This is an optimization exercise on Yosys and OpenROAD, whose aim is small area, a short achievable clock period and few clock cycles per item, not a production implementation.
Function was checked by simulation only, so behaviour that the tests miss may differ from the original.
No activity file was given, so power comes from the tool's default toggle rates.

==> design.v <==
module EQ(
    clk,
    rst_n,
    in_valid,
    in_row,
    in_col,
    out_valid,
    out
);
input clk, rst_n, in_valid;
input [2:0] in_row, in_col;
output logic out_valid;
output logic [2:0] out;
logic diaP [13:1];
logic diaM [13:1];
logic col [7:0];
logic [3:0] CS, NS;
logic [3:0] i;
logic [2:0] Irow [1:0];
logic [2:0] Icol [1:0];
logic [3:0] IdiaP [1:0];
logic [3:0] IdiaM [1:0];
logic [3:0] IdiaP_temp;
logic [3:0] IdiaM_temp;
logic [2:0] outTemp [7:0];
logic UPorDOWN;
logic [3:0] counter;
parameter IDLE = 0;
parameter GET0 = 1;
parameter GET1 = 12;
parameter CAL0 = 2;
parameter CAL1 = 3;
parameter CAL2 = 4;
parameter CAL3 = 5;
parameter CAL4 = 6;
parameter CAL5 = 7;
parameter CAL6 = 8;
parameter CAL7 = 9;
parameter OUT_0 = 10;
parameter OUT = 11;
parameter UP = 0;
parameter DOWN = 1;
always_ff @ ( posedge clk or negedge rst_n ) begin
	if( !rst_n ) begin
		out_valid <= 0;
		out <= 0;
		CS <= IDLE;
		counter <= 0;
	end
	else begin
		case( NS )
			IDLE: begin
				for( i = 0 ; i < 8 ; i = i + 1 ) begin
					col[i] <= 0;
				end
				for( i = 1 ; i < 14 ; i = i + 1 ) begin
					diaP[i] <= 0;
					diaM[i] <= 0;
				end
			end
			GET0: begin
				Irow[0] <= in_row;
				Icol[0] <= in_col;
				IdiaP[0] <= IdiaP_temp;
				IdiaM[0] <= IdiaM_temp;
				col[in_col] <= 1;
				diaP[ IdiaP_temp ] <= 1;
				diaM[ IdiaM_temp ] <= 1;
				outTemp[in_row] <= in_col;
				CS <= GET1;
			end
			GET1: begin
				Irow[1] <= in_row;
				Icol[1] <= in_col;
				IdiaP[1] <= IdiaP_temp;
				IdiaM[1] <= IdiaM_temp;
				col[in_col] <= 1;
				diaP[ IdiaP_temp ] <= 1;
				diaM[ IdiaM_temp ] <= 1;
				outTemp[in_row] <= in_col;
				CS <= CAL0;
				UPorDOWN <= DOWN;
				outTemp[0] <= 0;
			end
			CAL0: begin
				if( Irow[0] != 0 && Irow[1] != 0 ) begin
					case( outTemp[0] )
						0: begin
							if( UPorDOWN == UP ) begin
								col[0] <= 0;
								diaM[7] <= 0;
							end
						end
						1: begin
							col[1] <= 0;
							diaM[6] <= 0;
							diaP[1] <= 0;
						end
						2: begin
							col[2] <= 0;
							diaM[5] <= 0;
							diaP[2] <= 0;
						end
						3: begin
							col[3] <= 0;
							diaM[4] <= 0;
							diaP[3] <= 0;
						end
						4: begin
							col[4] <= 0;
							diaM[3] <= 0;
							diaP[4] <= 0;
						end
						5: begin
							col[5] <= 0;
							diaM[2] <= 0;
							diaP[5] <= 0;
						end
						6: begin
							col[6] <= 0;
							diaM[1] <= 0;
							diaP[6] <= 0;
						end
					endcase
					if( !col[0] && !diaM[7] && UPorDOWN == DOWN ) begin
						outTemp[0] <= 0;
						col[0] <= 1;
						diaM[7] <= 1;
					end
					else if( !col[1] && !diaM[6] && !diaP[1] && outTemp[0] == 0 ) begin
						outTemp[0] <= 1;
						col[1] <= 1;
						diaM[6] <= 1;
						diaP[1] <= 1;
					end
					else if( !col[2] && !diaM[5] && !diaP[2] && outTemp[0] <= 1 ) begin
						outTemp[0] <= 2;
						col[2] <= 1;
						diaM[5] <= 1;
						diaP[2] <= 1;
					end
					else if( !col[3] && !diaM[4] && !diaP[3] && outTemp[0] <= 2 ) begin
						outTemp[0] <= 3;
						col[3] <= 1;
						diaM[4] <= 1;
						diaP[3] <= 1;
					end
					else if( !col[4] && !diaM[3] && !diaP[4] && outTemp[0] <= 3 ) begin
						outTemp[0] <= 4;
						col[4] <= 1;
						diaM[3] <= 1;
						diaP[4] <= 1;
					end
					else if( !col[5] && !diaM[2] && !diaP[5] && outTemp[0] <= 4 ) begin
						outTemp[0] <= 5;
						col[5] <= 1;
						diaM[2] <= 1;
						diaP[5] <= 1;
					end
					else if( !col[6] && !diaM[1] && !diaP[6] && outTemp[0] <= 5 ) begin
						outTemp[0] <= 6;
						col[6] <= 1;
						diaM[1] <= 1;
						diaP[6] <= 1;
					end
					else if( !col[7] && !diaP[7] && outTemp[0] <= 6 ) begin
						outTemp[0] <= 7;
						col[7] <= 1;
						diaP[7] <= 1;
					end
					CS <= CAL1;
					UPorDOWN <= DOWN;
					outTemp[1] <= 0;
				end
				else begin
					CS <= CAL1;
					outTemp[1] <= 0;
				end
			end
			CAL1: begin
				if( Irow[0] != 1 && Irow[1] != 1 ) begin
					case( outTemp[1] )
						0: begin
							if( UPorDOWN == UP ) begin
								col[0] <= 0;
								diaM[8] <= 0;
								diaP[1] <= 0;
							end
						end
						1: begin
							col[1] <= 0;
							diaM[7] <= 0;
							diaP[2] <= 0;
						end
						2: begin
							col[2] <= 0;
							diaM[6] <= 0;
							diaP[3] <= 0;
						end
						3: begin
							col[3] <= 0;
							diaM[5] <= 0;
							diaP[4] <= 0;
						end
						4: begin
							col[4] <= 0;
							diaM[4] <= 0;
							diaP[5] <= 0;
						end
						5: begin
							col[5] <= 0;
							diaM[3] <= 0;
							diaP[6] <= 0;
						end
						6: begin
							col[6] <= 0;
							diaM[2] <= 0;
							diaP[7] <= 0;
						end
						7: begin
							col[7] <= 0;
							diaM[1] <= 0;
							diaP[8] <= 0;
						end
					endcase
					if( !col[0] && !diaM[8] && !diaP[1] && UPorDOWN == DOWN ) begin
						outTemp[1] <= 0;
						col[0] <= 1;
						diaM[8] <= 1;
						diaP[1] <= 1;
						CS <= CAL2;
						outTemp[2] <= 0;
						UPorDOWN <= DOWN;
					end
					else if( !col[1] && !diaM[7] && !diaP[2] && outTemp[1] == 0 ) begin						
						outTemp[1] <= 1;
						col[1] <= 1;
						diaM[7] <= 1;
						diaP[2] <= 1;
						CS <= CAL2;
						outTemp[2] <= 0;
						UPorDOWN <= DOWN;
					end
					else if( !col[2] && !diaM[6] && !diaP[3] && outTemp[1] <= 1 ) begin
						outTemp[1] <= 2;
						col[2] <= 1;
						diaM[6] <= 1;
						diaP[3] <= 1;
						CS <= CAL2;
						outTemp[2] <= 0;
						UPorDOWN <= DOWN;
					end
					else if( !col[3] && !diaM[5] && !diaP[4] && outTemp[1] <= 2 ) begin
						outTemp[1] <= 3;
						col[3] <= 1;
						diaM[5] <= 1;
						diaP[4] <= 1;
						CS <= CAL2;
						outTemp[2] <= 0;
						UPorDOWN <= DOWN;
					end
					else if( !col[4] && !diaM[4] && !diaP[5] && outTemp[1] <= 3 ) begin
						outTemp[1] <= 4;
						col[4] <= 1;
						diaM[4] <= 1;
						diaP[5] <= 1;
						CS <= CAL2;
						outTemp[2] <= 0;
						UPorDOWN <= DOWN;
					end
					else if( !col[5] && !diaM[3] && !diaP[6] && outTemp[1] <= 4 ) begin
						outTemp[1] <= 5;
						col[5] <= 1;
						diaM[3] <= 1;
						diaP[6] <= 1;
						CS <= CAL2;
						outTemp[2] <= 0;
						UPorDOWN <= DOWN;
					end
					else if( !col[6] && !diaM[2] && !diaP[7] && outTemp[1] <= 5 ) begin
						outTemp[1] <= 6;
						col[6] <= 1;
						diaM[2] <= 1;
						diaP[7] <= 1;
						CS <= CAL2;
						outTemp[2] <= 0;
						UPorDOWN <= DOWN;
					end
					else if( !col[7] && !diaM[1] && !diaP[8] && outTemp[1] <= 6 ) begin
						outTemp[1] <= 7;
						col[7] <= 1;
						diaM[1] <= 1;
						diaP[8] <= 1;
						CS <= CAL2;
						outTemp[2] <= 0;
						UPorDOWN <= DOWN;
					end
					else begin
						CS <= CAL0;
						UPorDOWN <= UP;
					end
				end
				else if( UPorDOWN == DOWN ) begin
					CS <= CAL2;
					outTemp[2] <= 0;
				end
				else begin
					CS <= CAL0;
				end
			end
			CAL2: begin
				if( Irow[0] != 2 && Irow[1] != 2 ) begin
					case( outTemp[2] )
						0: begin
							if( UPorDOWN == UP ) begin
								col[0] <= 0;
								diaM[9] <= 0;
								diaP[2] <= 0;
							end
						end
						1: begin
							col[1] <= 0;
							diaM[8] <= 0;
							diaP[3] <= 0;
						end
						2: begin
							col[2] <= 0;
							diaM[7] <= 0;
							diaP[4] <= 0;
						end
						3: begin
							col[3] <= 0;
							diaM[6] <= 0;
							diaP[5] <= 0;
						end
						4: begin
							col[4] <= 0;
							diaM[5] <= 0;
							diaP[6] <= 0;
						end
						5: begin
							col[5] <= 0;
							diaM[4] <= 0;
							diaP[7] <= 0;
						end
						6: begin
							col[6] <= 0;
							diaM[3] <= 0;
							diaP[8] <= 0;
						end
						7: begin
							col[7] <= 0;
							diaM[2] <= 0;
							diaP[9] <= 0;
						end
					endcase
					if( !col[0] && !diaM[9] && !diaP[2] && UPorDOWN == DOWN ) begin
						outTemp[2] <= 0;
						col[0] <= 1;
						diaM[9] <= 1;
						diaP[2] <= 1;
						CS <= CAL3;
						outTemp[3] <= 0;
						UPorDOWN <= DOWN;
					end
					else if( !col[1] && !diaM[8] && !diaP[3] && outTemp[2] == 0 ) begin
						outTemp[2] <= 1;
						col[1] <= 1;
						diaM[8] <= 1;
						diaP[3] <= 1;
						CS <= CAL3;
						outTemp[3] <= 0;
						UPorDOWN <= DOWN;
					end
					else if( !col[2] && !diaM[7] && !diaP[4] && outTemp[2] <= 1 ) begin
						outTemp[2] <= 2;
						col[2] <= 1;
						diaM[7] <= 1;
						diaP[4] <= 1;
						CS <= CAL3;
						outTemp[3] <= 0;
						UPorDOWN <= DOWN;
					end
					else if( !col[3] && !diaM[6] && !diaP[5] && outTemp[2] <= 2 ) begin
						outTemp[2] <= 3;
						col[3] <= 1;
						diaM[6] <= 1;
						diaP[5] <= 1;
						CS <= CAL3;
						outTemp[3] <= 0;
						UPorDOWN <= DOWN;
					end
					else if( !col[4] && !diaM[5] && !diaP[6] && outTemp[2] <= 3 ) begin
						outTemp[2] <= 4;
						col[4] <= 1;
						diaM[5] <= 1;
						diaP[6] <= 1;
						CS <= CAL3;
						outTemp[3] <= 0;
						UPorDOWN <= DOWN;
					end
					else if( !col[5] && !diaM[4] && !diaP[7] && outTemp[2] <= 4 ) begin
						outTemp[2] <= 5;
						col[5] <= 1;
						diaM[4] <= 1;
						diaP[7] <= 1;
						CS <= CAL3;
						outTemp[3] <= 0;
						UPorDOWN <= DOWN;
					end
					else if( !col[6] && !diaM[3] && !diaP[8] && outTemp[2] <= 5 ) begin
						outTemp[2] <= 6;
						col[6] <= 1;
						diaM[3] <= 1;
						diaP[8] <= 1;
						CS <= CAL3;
						outTemp[3] <= 0;
						UPorDOWN <= DOWN;
					end
					else if( !col[7] && !diaM[2] && !diaP[9] && outTemp[2] <= 6 ) begin
						outTemp[2] <= 7;
						col[7] <= 1;
						diaM[2] <= 1;
						diaP[9] <= 1;
						CS <= CAL3;
						outTemp[3] <= 0;
						UPorDOWN <= DOWN;
					end
					else begin
						CS <= CAL1;
						UPorDOWN <= UP;
					end
				end
				else if( UPorDOWN == DOWN ) begin
					CS <= CAL3;
					outTemp[3] <= 0;
				end
				else begin
					CS <= CAL1;
				end
			end
			CAL3: begin
				if( Irow[0] != 3 && Irow[1] != 3 ) begin
					case( outTemp[3] )
						0: begin
							if( UPorDOWN == UP ) begin
								col[0] <= 0;
								diaM[10] <= 0;
								diaP[3] <= 0;
							end
						end
						1: begin
							col[1] <= 0;
							diaM[9] <= 0;
							diaP[4] <= 0;
						end
						2: begin
							col[2] <= 0;
							diaM[8] <= 0;
							diaP[5] <= 0;
						end
						3: begin
							col[3] <= 0;
							diaM[7] <= 0;
							diaP[6] <= 0;
						end
						4: begin
							col[4] <= 0;
							diaM[6] <= 0;
							diaP[7] <= 0;
						end
						5: begin
							col[5] <= 0;
							diaM[5] <= 0;
							diaP[8] <= 0;
						end
						6: begin
							col[6] <= 0;
							diaM[4] <= 0;
							diaP[9] <= 0;
						end
						7: begin
							col[7] <= 0;
							diaM[3] <= 0;
							diaP[10] <= 0;
						end
					endcase
					if( !col[0] && !diaM[10] && !diaP[3] && UPorDOWN == DOWN ) begin
						outTemp[3] <= 0;
						col[0] <= 1;
						diaM[10] <= 1;
						diaP[3] <= 1;
						CS <= CAL4;
						outTemp[4] <= 0;
						UPorDOWN <= DOWN;
					end
					else if( !col[1] && !diaM[9] && !diaP[4] && outTemp[3] == 0 ) begin
						outTemp[3] <= 1;
						col[1] <= 1;
						diaM[9] <= 1;
						diaP[4] <= 1;
						CS <= CAL4;
						outTemp[4] <= 0;
						UPorDOWN <= DOWN;
					end
					else if( !col[2] && !diaM[8] && !diaP[5] && outTemp[3] <= 1 ) begin
						outTemp[3] <= 2;
						col[2] <= 1;
						diaM[8] <= 1;
						diaP[5] <= 1;
						CS <= CAL4;
						outTemp[4] <= 0;
						UPorDOWN <= DOWN;
					end
					else if( !col[3] && !diaM[7] && !diaP[6] && outTemp[3] <= 2 ) begin
						outTemp[3] <= 3;
						col[3] <= 1;
						diaM[7] <= 1;
						diaP[6] <= 1;
						CS <= CAL4;
						outTemp[4] <= 0;
						UPorDOWN <= DOWN;
					end
					else if( !col[4] && !diaM[6] && !diaP[7] && outTemp[3] <= 3 ) begin
						outTemp[3] <= 4;
						col[4] <= 1;
						diaM[6] <= 1;
						diaP[7] <= 1;
						CS <= CAL4;
						outTemp[4] <= 0;
						UPorDOWN <= DOWN;
					end
					else if( !col[5] && !diaM[5] && !diaP[8] && outTemp[3] <= 4 ) begin
						outTemp[3] <= 5;
						col[5] <= 1;
						diaM[5] <= 1;
						diaP[8] <= 1;
						CS <= CAL4;
						outTemp[4] <= 0;
						UPorDOWN <= DOWN;
					end
					else if( !col[6] && !diaM[4] && !diaP[9] && outTemp[3] <= 5 ) begin
						outTemp[3] <= 6;
						col[6] <= 1;
						diaM[4] <= 1;
						diaP[9] <= 1;
						CS <= CAL4;
						outTemp[4] <= 0;
						UPorDOWN <= DOWN;
					end
					else if( !col[7] && !diaM[3] && !diaP[10] && outTemp[3] <= 6 ) begin
						outTemp[3] <= 7;
						col[7] <= 1;
						diaM[3] <= 1;
						diaP[10] <= 1;
						CS <= CAL4;
						outTemp[4] <= 0;
						UPorDOWN <= DOWN;
					end
					else begin
						CS <= CAL2;
						UPorDOWN <= UP;
					end
				end
				else if( UPorDOWN == DOWN ) begin
					CS <= CAL4;
					outTemp[4] <= 0;
				end
				else begin
					CS <= CAL2;
				end
			end
			CAL4: begin
				if( Irow[0] != 4 && Irow[1] != 4 ) begin
					case( outTemp[4] )
						0: begin
							if( UPorDOWN == UP ) begin
								col[0] <= 0;
								diaM[11] <= 0;
								diaP[4] <= 0;
							end
						end
						1: begin
							col[1] <= 0;
							diaM[10] <= 0;
							diaP[5] <= 0;
						end
						2: begin
							col[2] <= 0;
							diaM[9] <= 0;
							diaP[6] <= 0;
						end
						3: begin
							col[3] <= 0;
							diaM[8] <= 0;
							diaP[7] <= 0;
						end
						4: begin
							col[4] <= 0;
							diaM[7] <= 0;
							diaP[8] <= 0;
						end
						5: begin
							col[5] <= 0;
							diaM[6] <= 0;
							diaP[9] <= 0;
						end
						6: begin
							col[6] <= 0;
							diaM[5] <= 0;
							diaP[10] <= 0;
						end
						7: begin
							col[7] <= 0;
							diaM[4] <= 0;
							diaP[11] <= 0;
						end
					endcase
					if( !col[0] && !diaM[11] && !diaP[4] && UPorDOWN == DOWN ) begin
						outTemp[4] <= 0;
						col[0] <= 1;
						diaM[11] <= 1;
						diaP[4] <= 1;
						CS <= CAL5;
						outTemp[5] <= 0;
						UPorDOWN <= DOWN;
					end
					else if( !col[1] && !diaM[10] && !diaP[5] && outTemp[4] == 0 ) begin
						outTemp[4] <= 1;
						col[1] <= 1;
						diaM[10] <= 1;
						diaP[5] <= 1;
						CS <= CAL5;
						outTemp[5] <= 0;
						UPorDOWN <= DOWN;
					end
					else if( !col[2] && !diaM[9] && !diaP[6] && outTemp[4] <= 1 ) begin
						outTemp[4] <= 2;
						col[2] <= 1;
						diaM[9] <= 1;
						diaP[6] <= 1;
						CS <= CAL5;
						outTemp[5] <= 0;
						UPorDOWN <= DOWN;
					end
					else if( !col[3] && !diaM[8] && !diaP[7] && outTemp[4] <= 2 ) begin
						outTemp[4] <= 3;
						col[3] <= 1;
						diaM[8] <= 1;
						diaP[7] <= 1;
						CS <= CAL5;
						outTemp[5] <= 0;
						UPorDOWN <= DOWN;
					end
					else if( !col[4] && !diaM[7] && !diaP[8] && outTemp[4] <= 3 ) begin
						outTemp[4] <= 4;
						col[4] <= 1;
						diaM[7] <= 1;
						diaP[8] <= 1;
						CS <= CAL5;
						outTemp[5] <= 0;
						UPorDOWN <= DOWN;
					end
					else if( !col[5] && !diaM[6] && !diaP[9] && outTemp[4] <= 4 ) begin
						outTemp[4] <= 5;
						col[5] <= 1;
						diaM[6] <= 1;
						diaP[9] <= 1;
						CS <= CAL5;
						outTemp[5] <= 0;
						UPorDOWN <= DOWN;
					end
					else if( !col[6] && !diaM[5] && !diaP[10] && outTemp[4] <= 5 ) begin
						outTemp[4] <= 6;
						col[6] <= 1;
						diaM[5] <= 1;
						diaP[10] <= 1;
						CS <= CAL5;
						outTemp[5] <= 0;
						UPorDOWN <= DOWN;
					end
					else if( !col[7] && !diaM[4] && !diaP[11] && outTemp[4] <= 6 ) begin
						outTemp[4] <= 7;
						col[7] <= 1;
						diaM[4] <= 1;
						diaP[11] <= 1;
						CS <= CAL5;
						outTemp[5] <= 0;
						UPorDOWN <= DOWN;
					end
					else begin
						CS <= CAL3;
						UPorDOWN <= UP;
					end
				end
				else if( UPorDOWN == DOWN ) begin
					CS <= CAL5;
					outTemp[5] <= 0;
				end
				else begin
					CS <= CAL3;
				end
			end
			CAL5: begin
				if( Irow[0] != 5 && Irow[1] != 5 ) begin
					case( outTemp[5] )
						0: begin
							if( UPorDOWN == UP ) begin
								col[0] <= 0;
								diaM[12] <= 0;
								diaP[5] <= 0;
							end
						end
						1: begin
							col[1] <= 0;
							diaM[11] <= 0;
							diaP[6] <= 0;
						end
						2: begin
							col[2] <= 0;
							diaM[10] <= 0;
							diaP[7] <= 0;
						end
						3: begin
							col[3] <= 0;
							diaM[9] <= 0;
							diaP[8] <= 0;
						end
						4: begin
							col[4] <= 0;
							diaM[8] <= 0;
							diaP[9] <= 0;
						end
						5: begin
							col[5] <= 0;
							diaM[7] <= 0;
							diaP[10] <= 0;
						end
						6: begin
							col[6] <= 0;
							diaM[6] <= 0;
							diaP[11] <= 0;
						end
						7: begin
							col[7] <= 0;
							diaM[5] <= 0;
							diaP[12] <= 0;
						end
					endcase						
					if( !col[0] && !diaM[12] && !diaP[5] && UPorDOWN == DOWN ) begin
						outTemp[5] <= 0;
						col[0] <= 1;
						diaM[12] <= 1;
						diaP[5] <= 1;
						CS <= CAL6;
						outTemp[6] <= 0;
						UPorDOWN <= DOWN;
					end
					else if( !col[1] && !diaM[11] && !diaP[6] && outTemp[5] == 0 ) begin
						outTemp[5] <= 1;
						col[1] <= 1;
						diaM[11] <= 1;
						diaP[6] <= 1;
						CS <= CAL6;
						outTemp[6] <= 0;
						UPorDOWN <= DOWN;
					end
					else if( !col[2] && !diaM[10] && !diaP[7] && outTemp[5] <= 1 ) begin
						outTemp[5] <= 2;
						col[2] <= 1;
						diaM[10] <= 1;
						diaP[7] <= 1;
						CS <= CAL6;
						outTemp[6] <= 0;
						UPorDOWN <= DOWN;
					end
					else if( !col[3] && !diaM[9] && !diaP[8] && outTemp[5] <= 2 ) begin
						outTemp[5] <= 3;
						col[3] <= 1;
						diaM[9] <= 1;
						diaP[8] <= 1;
						CS <= CAL6;
						outTemp[6] <= 0;
						UPorDOWN <= DOWN;
					end
					else if( !col[4] && !diaM[8] && !diaP[9] && outTemp[5] <= 3 ) begin
						outTemp[5] <= 4;
						col[4] <= 1;
						diaM[8] <= 1;
						diaP[9] <= 1;
						CS <= CAL6;
						outTemp[6] <= 0;
						UPorDOWN <= DOWN;
					end
					else if( !col[5] && !diaM[7] && !diaP[10] && outTemp[5] <= 4 ) begin
						outTemp[5] <= 5;
						col[5] <= 1;
						diaM[7] <= 1;
						diaP[10] <= 1;
						CS <= CAL6;
						outTemp[6] <= 0;
						UPorDOWN <= DOWN;
					end
					else if( !col[6] && !diaM[6] && !diaP[11] && outTemp[5] <= 5 ) begin
						outTemp[5] <= 6;
						col[6] <= 1;
						diaM[6] <= 1;
						diaP[11] <= 1;
						CS <= CAL6;
						outTemp[6] <= 0;
						UPorDOWN <= DOWN;
					end
					else if( !col[7] && !diaM[5] && !diaP[12] && outTemp[5] <= 6 ) begin
						outTemp[5] <= 7;
						col[7] <= 1;
						diaM[5] <= 1;
						diaP[12] <= 1;
						CS <= CAL6;
						outTemp[6] <= 0;
						UPorDOWN <= DOWN;
					end
					else begin
						CS <= CAL4;
						UPorDOWN <= UP;
					end
				end
				else if( UPorDOWN == DOWN ) begin
					CS <= CAL6;
					outTemp[6] <= 0;
				end
				else begin
					CS <= CAL4;
				end
			end
			CAL6: begin
				if( Irow[0] != 6 && Irow[1] != 6 ) begin
					case( outTemp[6] )
						0: begin
							if( UPorDOWN == UP ) begin
								col[0] <= 0;
								diaM[13] <= 0;
								diaP[6] <= 0;
							end
						end
						1: begin
							col[1] <= 0;
							diaM[12] <= 0;
							diaP[7] <= 0;
						end
						2: begin
							col[2] <= 0;
							diaM[11] <= 0;
							diaP[8] <= 0;
						end
						3: begin
							col[3] <= 0;
							diaM[10] <= 0;
							diaP[9] <= 0;
						end
						4: begin
							col[4] <= 0;
							diaM[9] <= 0;
							diaP[10] <= 0;
						end
						5: begin
							col[5] <= 0;
							diaM[8] <= 0;
							diaP[11] <= 0;
						end
						6: begin
							col[6] <= 0;
							diaM[7] <= 0;
							diaP[12] <= 0;
						end
						7: begin
							col[7] <= 0;
							diaM[6] <= 0;
							diaP[13] <= 0;
						end
					endcase
					if( !col[0] && !diaM[13] && !diaP[6] && UPorDOWN == DOWN ) begin
						outTemp[6] <= 0;
						col[0] <= 1;
						diaM[13] <= 1;
						diaP[6] <= 1;
						CS <= CAL7;
						outTemp[7] <= 0;
						UPorDOWN <= DOWN;
					end
					else if( !col[1] && !diaM[12] && !diaP[7] && outTemp[6] == 0 ) begin
						outTemp[6] <= 1;
						col[1] <= 1;
						diaM[12] <= 1;
						diaP[7] <= 1;
						CS <= CAL7;
						outTemp[7] <= 0;
						UPorDOWN <= DOWN;
					end
					else if( !col[2] && !diaM[11] && !diaP[8] && outTemp[6] <= 1 ) begin
						outTemp[6] <= 2;
						col[2] <= 1;
						diaM[11] <= 1;
						diaP[8] <= 1;
						CS <= CAL7;
						outTemp[7] <= 0;
						UPorDOWN <= DOWN;
					end
					else if( !col[3] && !diaM[10] && !diaP[9] && outTemp[6] <= 2 ) begin
						outTemp[6] <= 3;
						col[3] <= 1;
						diaM[10] <= 1;
						diaP[9] <= 1;
						CS <= CAL7;
						outTemp[7] <= 0;
						UPorDOWN <= DOWN;
					end
					else if( !col[4] && !diaM[9] && !diaP[10] && outTemp[6] <= 3 ) begin
						outTemp[6] <= 4;
						col[4] <= 1;
						diaM[9] <= 1;
						diaP[10] <= 1;
						CS <= CAL7;
						outTemp[7] <= 0;
						UPorDOWN <= DOWN;
					end
					else if( !col[5] && !diaM[8] && !diaP[11] && outTemp[6] <= 4 ) begin
						outTemp[6] <= 5;
						col[5] <= 1;
						diaM[8] <= 1;
						diaP[11] <= 1;
						CS <= CAL7;
						outTemp[7] <= 0;
						UPorDOWN <= DOWN;
					end
					else if( !col[6] && !diaM[7] && !diaP[12] && outTemp[6] <= 5 ) begin
						outTemp[6] <= 6;
						col[6] <= 1;
						diaM[7] <= 1;
						diaP[12] <= 1;
						CS <= CAL7;
						outTemp[7] <= 0;
						UPorDOWN <= DOWN;
					end
					else if( !col[7] && !diaM[6] && !diaP[13] && outTemp[6] <= 6 ) begin
						outTemp[6] <= 7;
						col[7] <= 1;
						diaM[6] <= 1;
						diaP[13] <= 1;
						CS <= CAL7;
						outTemp[7] <= 0;
						UPorDOWN <= DOWN;
					end
					else begin
						CS <= CAL5;
						UPorDOWN <= UP;
					end
				end
				else if( UPorDOWN == DOWN ) begin
					CS <= CAL7;
					outTemp[7] <= 0;
				end
				else begin
					CS <= CAL5;
				end
			end	
			CAL7: begin				
				if( Irow[0] != 7 && Irow[1] != 7 ) begin
					if( !col[0] && !diaP[7] ) begin
						outTemp[7] <= 0;
						CS <= OUT_0;
					end
					else if( !col[1] && !diaM[13] && !diaP[8]) begin
						outTemp[7] <= 1;
						CS <= OUT_0;
					end
					else if( !col[2] && !diaM[12] && !diaP[9] ) begin
						outTemp[7] <= 2;
						CS <= OUT_0;
					end
					else if( !col[3] && !diaM[11] && !diaP[10] ) begin
						outTemp[7] <= 3;
						CS <= OUT_0;
					end
					else if( !col[4] && !diaM[10] && !diaP[11] ) begin
						outTemp[7] <= 4;
						CS <= OUT_0;
					end
					else if( !col[5] && !diaM[9] && !diaP[12] ) begin
						outTemp[7] <= 5;
						CS <= OUT_0;
					end
					else if( !col[6] && !diaM[8] && !diaP[13] ) begin
						outTemp[7] <= 6;
						CS <= OUT_0;
					end
					else if( !col[7] && !diaM[7] ) begin
						outTemp[7] <= 7;
						CS <= OUT_0;
					end
					else begin
						CS <= CAL6;
						UPorDOWN <= UP;
					end
				end
				else begin
					CS <= OUT_0;
				end
			end	
			OUT_0: begin
				outTemp[ Irow[0] ] <= Icol[0];
				outTemp[ Irow[1] ] <= Icol[1];
				CS <= OUT;
			end
			OUT: begin
				out_valid <= 1;
				out <= outTemp[counter];
				counter <= counter + 1;
				if( counter > 7 ) begin
					CS <= IDLE;
					out_valid <= 0;
					out <= 0;
					counter <= 0;
				end
			end
		endcase
	end
end
always_comb begin
	NS = CS;
	IdiaP_temp = 0;
	IdiaM_temp = 0;
	case( CS )
		IDLE: begin
			if( in_valid ) begin
				IdiaP_temp = in_col + in_row;
				IdiaM_temp = 7 + in_row - in_col;
				NS = GET0;
			end
		end
		GET1: begin
			IdiaP_temp = in_col + in_row;
			IdiaM_temp = 7 + in_row - in_col;
		end
	endcase
end
endmodule
==> run.sh <==
#!/bin/bash
# synth_recipe.tcl (not shown) runs the flow's synth.tcl, then flattens the netlist and writes it again
# the make line also repeats each setting of config.mk as NAME=value (left out here)
make -C /OpenROAD-flow-scripts/flow DESIGN_CONFIG=/design/flow/config.mk WORK_HOME=/design/flow/orfs CLKGATE_MAP_FILE= SYNTH_SCRIPT=/design/flow/synth_recipe.tcl finish
==> config.mk <==
export PLATFORM = sky130hd
export DESIGN_NAME = EQ
export DESIGN_NICKNAME = EQ
export VERILOG_FILES = /design/flow/design.v
export SDC_FILE = /design/flow/constraint.sdc
export NUM_CORES = 4
export LEC_CHECK = 0
export CAP_MARGIN = 20
export CORE_MARGIN = 2
export CORE_UTILIZATION = 40
export SLEW_MARGIN = 20
==> constraint.sdc <==
create_clock -name core_clock -period 5.5 [get_ports {clk}]
set_input_delay 1.1000 -clock core_clock [delete_from_list [all_inputs] [get_ports {clk}]]
set_output_delay 1.1000 -clock core_clock [all_outputs]
set_load 0.01 [all_outputs]
==> notes.md <==
## critical path: cells and delay by family
family | cells | cell delay [ns]
adder cells (fa/ha/maj) | 2 | 0.66
buffers and inverters | 3 | 0.86
AND/OR/NAND/NOR | 3 | 0.86
AO/OA/AOI/OAI | 2 | 0.25
## report_power, final
group          internal (W)  leakage, nW  switching, W  total (W)
registers           0.00106        0.808      0.000865    0.00193
logic               0.00133         2.80       0.00270    0.00404
clock network      0.000316        0.140      0.000315   0.000631
total               0.00271         3.75       0.00389    0.00660
## metal layers
metal / wire length, um / GRT usage / share of wire / up-vias
li1: - / - / - / 5094
met1: 19000 / 0.512 / 0.38 / 5523
met2: 20900 / 0.556 / 0.41 / 1046
met3: 7050 / 0.0992 / 0.14 / 209
met4: 3640 / 0.231 / 0.072 / 0
met5: 0 / 0 / 0 / -
## cells by family (layout without fill, tap and decap cells)
logic type / count (synthesis) / after routing
AO/OA/AOI/OAI: 459 / 459
XOR/XNOR: 3 / 3
adder cells (fa/ha/maj): 14 / 14
buffers and inverters: 140 / 85
flip-flops: 83 / 83
multiplexers: 24 / 24
AND/OR/NAND/NOR: 638 / 638
## worst paths after layout
path	start	to	cells past startpoint
max in group asynchronous	rst_n	CS[3]	2
hold / removal	out[2]	out[2]	2
min in group asynchronous	rst_n	out[2]	2
hold reg to reg	out[2]	out[2]	2
setup / recovery	in_col[0]	diaM[7]	10
setup reg to reg	UPorDOWN	outTemp[7][0]	6
## stage by stage
step | total power (W) | setup WS, ns
3_5_place_dp | 0.00568 | 1.52
4_1_cts | 0.00631 | 1.89
5_1_grt | 0.00681 | 1.73
3_3_place_gp | 0.00570 | 1.58
6_report | 0.00660 | 1.81
2_1_floorplan | 0.00407 | 2.58
## state kept, by name, summed over array words and instances, names as in the netlist
signal     count
outTemp       24
diaM          13
diaP          13
col            8
Icol           6
Irow           6
CS             4
counter        4
out            3
UPorDOWN       1
out_valid      1
## area by class of cell
type,instances,area [um2]
clock inverters,7,58.8
clock buffers,9,225
flip-flops and latches,83,2430
inverters,24,90.1
well taps,324,405
repair buffers,45,368
fillers,2565,13700
multi-input cells,1138,6780
## cells in the final DEF (no fill, tap or decap), drive strengths merged, types with 12 or more instances in the layout
cell,count
nor2,93
nor3b,14
o21a,13
clkdlybuf4s50,12
nand2,207
and2,12
o211ai,17
or4,15
o21ai,65
a21oi,175
nand3,57
nor4,32
a31oi,16
edfxtp,71
o221ai,13
mux2i,18
a21o,23
nor3,66
nand4,23
inv,28
or2,16
or3,17
dfrtp,12
ha,12
o2111ai,15
nand3b,22
or3b,14
buf,33
==> impl_metrics.yaml <==
floorplanning:
  rows: 57
  die_y_um: 160
  die-width_um: 160
  floorplan.core_area_mm2: 0.0241
  floorplan.initialDensity: 0.404
  number_of_ports_placed_on_the_die_boundary: 13
  floorplan.die_area_mm2: 0.0256
critical_path:
  criticalPathCategory: "input pin to register"
  path_max_fanout: 16
  critPathArrivalTime_ns: 3.74
  worst-endpoint-required_ns: 5.55
  crit_path_cell_trace: "clkdlybuf4s50_1 > buf_4 > inv_1 > ha_1 > fa_1 > nor3_1 > a21oi_1 > nor3_1 > a41oi_1 > nor3_1"
  cpMaxStageDelayCell: "clkdlybuf4s50_1"
  critPathLaunchType: "input pin"
  critical-path-max-stage-delay_ns: 0.45
  worst-r2r-setup-slack_ns: 1.89
  worst_path_most_repeated_cell: "nor3_1"
  endpoint_kind: "register"
finish:
  finalNetCount: 1324
  stdcell_count: 1630
  finalCoreUtilization: 0.430
  insertedDiodeCount: 0
  area_overhead_of_the_layout_relative_to_synthesis_pct: 6.36
  drive_above_1_share: 0.0727
  final_design_area_no_fill_mm2: 0.0104
clocking:
  cts_repair_resized_insts: 0
  clock_insertion_delay_at_the_later_pin_of_the_skew_report_ns: 0.36
  post-cts-setup-buffer-count: 0
  clk_transition_reported_paths_ns: 0.08
  tritoncts: "done"
  cts_hold_buffers: 0
  htreeDepth: 3
  clock_path_buffers: 2
  cts_root_buf: "clkbuf_16"
  tritoncts.num_buffers: 9
  clock_sinks: 83
synth:
  ys.warnings.count: 9
  synth.most_common_cell: "nand2_1"
  fraction_of_the_mapped_netlist_area_in_simple_logic_gates: 0.340
  synth_top_cell_area_share: 0.219
  synth_top_cell_by_area: "edfxtp_1"
  post_synth_xor_area_fraction: 0.00270
  yosys.cell_types.count: 83
  synth_compound_gate_area_share: 0.305
  syn_area_per_cell_um2: 7.16
  muxShareOfSynthArea: 0.0254
  most_frequent_cells_after_synthesis: "nand2_1, a21oi_1, clkbuf_1, nor2_1, edfxtp_1"
  synth_sequential_area_ratio: 0.250
  ys_dominant_reg_cell: "edfxtp_1"
  netlist_area_mm2: 0.00974
  async_reset_ff_frac: 0.145
  synth.ff_latch_count: 83
  synth_adder_area_share: 0.0195
  synth.area.top_cells: "edfxtp_1, a21oi_1, nand2_1"
  synthesis.nets: 1384
  synthCells: 1361
  synth_enable_flop_cells: 71
  dominant_combinational_cell_family_by_area_after_synthesis: "simple AND/OR/NAND/NOR gates"
sta:
  hold_viol_final: 0
  slew_headroom: 0.229
  post-route-min-period_ns: 3.69
  skew_ns: 0.0116
  achievable_freq_ghz: 0.271
  drv_slew: 0
  setup_tns_ns: 0
  final-setup-viol-count: 0
  rsz0062_at_grt: "no"
  worst-slew-pin-transition_ns: 1.15
  finalHoldWorstSlack_ns: 0.487
  layout_worst_path_cycle_share: 0.671
pwr:
  peakVddDrop_v: 0.000396
  leakagePower_nw: 3.75
  powerDensity_mw_per_mm2: 637
grt:
  grt_pass1_wl_um: 73000
  grt_max_degree: 38
  antenna_found_initial: 1
  track_usage: 0.384
  globalRouteOverflowTotal: 0
  vias_in_the_first_global_route: 10800
route:
  drc: 0
  avgRoutedWirePerCell_um: 31.0
  final_antenna_net_count: 0
  routed_wirelength_um: 50500
  via_count: 11900
  drt_pre_antenna_iters: 7
  initial_drc_count: 2157
  detail_route.vias_per_cell: 7.28
hold_path:
  hold_path_class: "register to register"
run_status:
  status: "timing/DRC/antenna clean"
place:
  dp_hpwl_um: 37800
  placedInstanceArea_mm2: 0.0101
  routabilityCongestion: 1.06
  buffer_ports.inserted: 12
  placed_cells: 1614
run:
  drv_cap: 0
Testbench counts, summed over its fixed seeds: cycles 20,746, puzzles 384.

[static timing again, ports no longer ideal]
Ports are ideal in the flow. The routed layout listed here was re-timed in OpenROAD. Step 1: set_driving_cell puts a clkbuf_16 on clk and a buf_2 on each other input, an assumption about the parent block. Step 2 times the ports against the registers' clock, not the clock port: input delays grow and output delays shrink by t, the midpoint of the rising clock arrivals with the driver on. Three values: no drivers, after step 1, after step 2; two values: the first two.
shift t [ns]: 0.404
setup slack, ns: 1.808 / 1.833 / 1.429
hold slack, ns: 0.487 / 0.487 / 0.487
worst slew at a driven data input, ns: 0.03
After both steps this run still meets setup and hold. For this run, drivers alone change the setup slack by +0.025 ns; drivers and shift together by -0.379 ns.
